Background: an optimization exercise with open tools, aiming at small area, a short achievable clock period and few clock cycles. Do not read the settings as production practice.
Only simulation tests tie the RTL to the original design; equivalence was not proved.
Power figures rest on the tool's default switching activity, not on a simulated workload.

## v29
// bch_encoder
module bch_encoder(rst, clk, msg, bch_dataout, done);
    input rst;
    input clk;
    input [190:0] msg;
    output reg [254:0] bch_dataout;
    output reg done;
    wire x191; bch_xn u191(.a(msg[121]), .b(msg[147]), .y(x191));
    wire x192; bch_xn u192(.a(msg[51]), .b(msg[75]), .y(x192));
    wire x193; bch_xn u193(.a(msg[30]), .b(msg[33]), .y(x193));
    wire x194; bch_xn u194(.a(msg[52]), .b(msg[179]), .y(x194));
    wire x195; bch_xn u195(.a(msg[80]), .b(msg[122]), .y(x195));
    wire x196; bch_xn u196(.a(msg[74]), .b(msg[177]), .y(x196));
    wire x197; bch_xn u197(.a(msg[73]), .b(msg[176]), .y(x197));
    wire x198; bch_xn u198(.a(msg[2]), .b(msg[174]), .y(x198));
    wire x199; bch_xn u199(.a(msg[63]), .b(msg[98]), .y(x199));
    wire x200; bch_xn u200(.a(msg[0]), .b(msg[175]), .y(x200));
    wire x201; bch_xn u201(.a(msg[107]), .b(msg[136]), .y(x201));
    wire x202; bch_xn u202(.a(msg[32]), .b(msg[137]), .y(x202));
    wire x203; bch_xn u203(.a(msg[22]), .b(msg[44]), .y(x203));
    wire x204; bch_xn u204(.a(msg[76]), .b(msg[139]), .y(x204));
    wire x205; bch_xn u205(.a(msg[78]), .b(msg[84]), .y(x205));
  ...
==> flow/config.mk <==
export PLATFORM = sky130hd
export DESIGN_NAME = bch_encoder
export DESIGN_NICKNAME = bch_encoder
export VERILOG_FILES = /design/flow/design.v
export SDC_FILE = /design/flow/constraint.sdc
export NUM_CORES = 4
export LEC_CHECK = 0
export CAP_MARGIN = 20
export CORE_MARGIN = 2
export CORE_UTILIZATION = 30
export SETUP_SLACK_MARGIN = 2.75
export SLEW_MARGIN = 20
export SYNTH_HIERARCHICAL = 1
export SYNTH_MINIMUM_KEEP_SIZE = 0
==> flow/constraint.sdc <==
create_clock -name core_clock -period 6.0 [get_ports {clk}]
set_input_delay 1.2000 -clock core_clock [delete_from_list [all_inputs] [get_ports {clk}]]
set_output_delay 1.2000 -clock core_clock [all_outputs]
set_load 0.01 [all_outputs]
standard.sh (not shown) runs the stock make flow with config.mk's settings and CLKGATE_MAP_FILE= SYNTH_SCRIPT=/design/flow/synth_recipe.tcl, a recipe that flattens the netlist after the stock synthesis.
==> flow/flow/run.sh <==
#!/bin/bash
# Standard ORFS layout (standard synthesis) with one change: every input port
# is buffered with buf_4 and every output port with buf_1 (global_place.tcl's
# one buffer_ports call becomes two, in a copy of ORFS's scripts), instead of
# the resizer's default pick for both.
# make's output goes to make_finish.log here; ORFS's own logs are under orfs/logs.
set -euo pipefail
here=$(pwd)
IBUF=sky130_fd_sc_hd__buf_4
OBUF=sky130_fd_sc_hd__buf_1
rm -rf scripts_bp; cp -r "$FLOW_HOME/scripts" scripts_bp
sed -i 's|^    buffer_ports {\*}\[env_var_or_empty BUFFER_PORTS_ARGS\]|    buffer_ports -inputs -buffer_cell '"$IBUF"'; buffer_ports -outputs -buffer_cell '"$OBUF"'|' scripts_bp/global_place.tcl
grep -q "buffer_ports -inputs" scripts_bp/global_place.tcl
bash standard.sh "SCRIPTS_DIR=$here/scripts_bp" finish > make_finish.log 2>&1
Testbench counts of v29, summed over its fixed seeds: cycles 480.
diff inputs: v29 => v21
- CORE_UTILIZATION changed from 30 to 40
Notes after the runs:
- Compared with v29, in v21 wire length of the first global-routing pass lower, maximum cell stage delay along the critical path higher, instance area at placement lower, buffer count excluding the clock tree in the final layout lower, pin count of the biggest net entering global routing lower.
- For the share of the cycle needed by the critical path after routing, v21 came in 1.2 points higher than v29 did.
- v21 gives less reg-to-reg setup timing slack than v29 did.
- Compared with v29, v21 shows final cell count lower by 395.
- Min sequential share of layout area across v21 and v29: v29
Setup changes, v21 to v24
- CORE_UTILIZATION: 40 -> 35
==> flow/run.sh (new file) <==
#!/bin/bash
# synth_recipe.tcl (not shown) runs the flow's synth.tcl, then flattens the netlist and writes it again
# the make line also repeats each setting of config.mk as NAME=value (left out here)
make -C /OpenROAD-flow-scripts/flow DESIGN_CONFIG=/design/flow/config.mk WORK_HOME=/design/flow/orfs CLKGATE_MAP_FILE= SYNTH_SCRIPT=/design/flow/synth_recipe.tcl finish
removed: flow/flow/run.sh
removed: flow/standard.sh
### Flow results
- reg -> reg as the worst hold path class was reported by v24, and in -> reg by v21.
- Power density of the placed cells (v24 / v21): 0.913
- Changes observed in v24 relative to v21: least setup slack across all paths after layout went up by 0.060 ns; total of clock buffers placed in the layout has increased; sequential share of layout area lower; clock tree buffer depth shows no meaningful change.
- Proportion of cell area occupied by multi-input gates in v24 is 7.1 points lower than in v21
[inputs] v13 vs v24
- TNS_END_PERCENT now 0, previously not set
==> flow/flow/run.sh (new file) <==
#!/bin/bash
# Standard ORFS layout (standard synthesis) with one change: every input port
# is buffered with buf_4 and every output port with buf_1 (global_place.tcl's
# one buffer_ports call becomes two, in a copy of ORFS's scripts), instead of
# the resizer's default pick for both.
# make's output goes to make_finish.log here; ORFS's own logs are under orfs/logs.
set -euo pipefail
here=$(pwd)
IBUF=sky130_fd_sc_hd__buf_4
OBUF=sky130_fd_sc_hd__buf_1
rm -rf scripts_bp; cp -r "$FLOW_HOME/scripts" scripts_bp
sed -i 's|^    buffer_ports {\*}\[env_var_or_empty BUFFER_PORTS_ARGS\]|    buffer_ports -inputs -buffer_cell '"$IBUF"'; buffer_ports -outputs -buffer_cell '"$OBUF"'|' scripts_bp/global_place.tcl
grep -q "buffer_ports -inputs" scripts_bp/global_place.tcl
bash standard.sh "SCRIPTS_DIR=$here/scripts_bp" finish > make_finish.log 2>&1
==> flow/standard.sh (new file) <==
#!/bin/bash
# synth_recipe.tcl (not shown) runs the flow's synth.tcl, then flattens the netlist and writes it again
# the make line also repeats each setting of config.mk as NAME=value (left out here)
make -C /OpenROAD-flow-scripts/flow DESIGN_CONFIG=/design/flow/config.mk WORK_HOME=/design/flow/orfs CLKGATE_MAP_FILE= SYNTH_SCRIPT=/design/flow/synth_recipe.tcl "${@:-finish}"
removed: flow/run.sh
==> comparison <==
- Looking at sequential-cell power consumption across v24 and v13, the one that comes out higher is v24.
- v24 → v13: area growth from synthesis to final layout moved down, fraction of area in non-clock buffers lower.
- v13 vs v24 on proportion of power drawn by the clock network: v13 is the higher one.
- | routed wire length | lower: v13 |
- On v13: critical path depth is 1 lower than what v24 gave.
- End point of the critical path: bch_dataout[38]$_DFFE_PN_ -> v13, bch_dataout[12]$_DFFE_PN_ -> v24
- Between v24 and v13, portion of total power attributed to combinational logic is higher for v24, v13 comes in under that.
- | pre-CTS setup slack | lower: v24 |
## Diff of input files: v20 against v13
- TNS_END_PERCENT no longer set, was 0
Results
The final layouts of v20 and v13 pass the timing, DRC and antenna checks. Number of gates given a new drive strength after cts (lower): v13. Row number of iterations in the first detailed-routing pass: v20 higher / v13 lower. Taking v13 as the reference, in v20 final critical-path setup slack increased by 0.072 ns relative to the old numbers; maximum fanout count along the critical path decreased by 1 relative to the old numbers; final critical-path required period decreased by 0.072 ns relative to the old numbers. Comparing v20 and v13, fraction of layout instances using a drive strength above 1 is higher on v20. Against v13 as the reference, v20 delivers a lower met3 wire length. Number of global-route vias before repair (v20 vs. v13) increases slightly. Summary of v20 over v13: total power now larger; fmax now sits higher.

## separate check: timing with driven ports
The flow's constraints put no driver on any port. The routed layouts listed below were extracted and timed again, unchanged, in two steps. Step 1 (the two cells are an assumption about what drives the block):
set clk [get_ports {clk}]
set_driving_cell -lib_cell sky130_fd_sc_hd__clkbuf_16 $clk
set_driving_cell -lib_cell sky130_fd_sc_hd__buf_2 [delete_from_list [all_inputs] $clk]
Step 2 moves the port delays by t, midway between the first and last clock arrival at a register: inputs arrive t later, outputs are due t later. That takes back most of the time a late clock gives input paths. Slacks: ideal ports / drivers / drivers and shift; pairs: ideal ports / drivers.
| run | t (ns) | setup slack, ns | hold slack, ns | latest minus earliest clock arrival (ns) | worst data-port slew with drivers (ns) |
|---|---|---|---|---|---|
| v29 | 0.714 | 2.515 / 2.559 / 1.845 | 0.662 / 0.614 / 0.916 | 0.059 / 0.060 | 0.04 |
| v21 | 0.659 | 2.443 / 2.489 / 1.830 | 0.741 / 0.699 / 0.895 | 0.019 / 0.019 | 0.05 |
| v24 | 0.647 | 2.503 / 2.527 / 1.879 | 0.789 / 0.789 / 0.789 | 0.028 / 0.029 | 0.06 |
| v13 | 0.675 | 2.394 / 2.441 / 1.765 | 0.731 / 0.690 / 0.935 | 0.018 / 0.017 | 0.04 |
| v20 | 0.675 | 2.466 / 2.508 / 1.834 | 0.735 / 0.702 / 0.941 | 0.011 / 0.011 | 0.04 |
After both steps every run listed still meets setup and hold. The setup slack of v29, which loses most, moves by +0.044 ns with the drivers and by -0.670 ns with both steps.
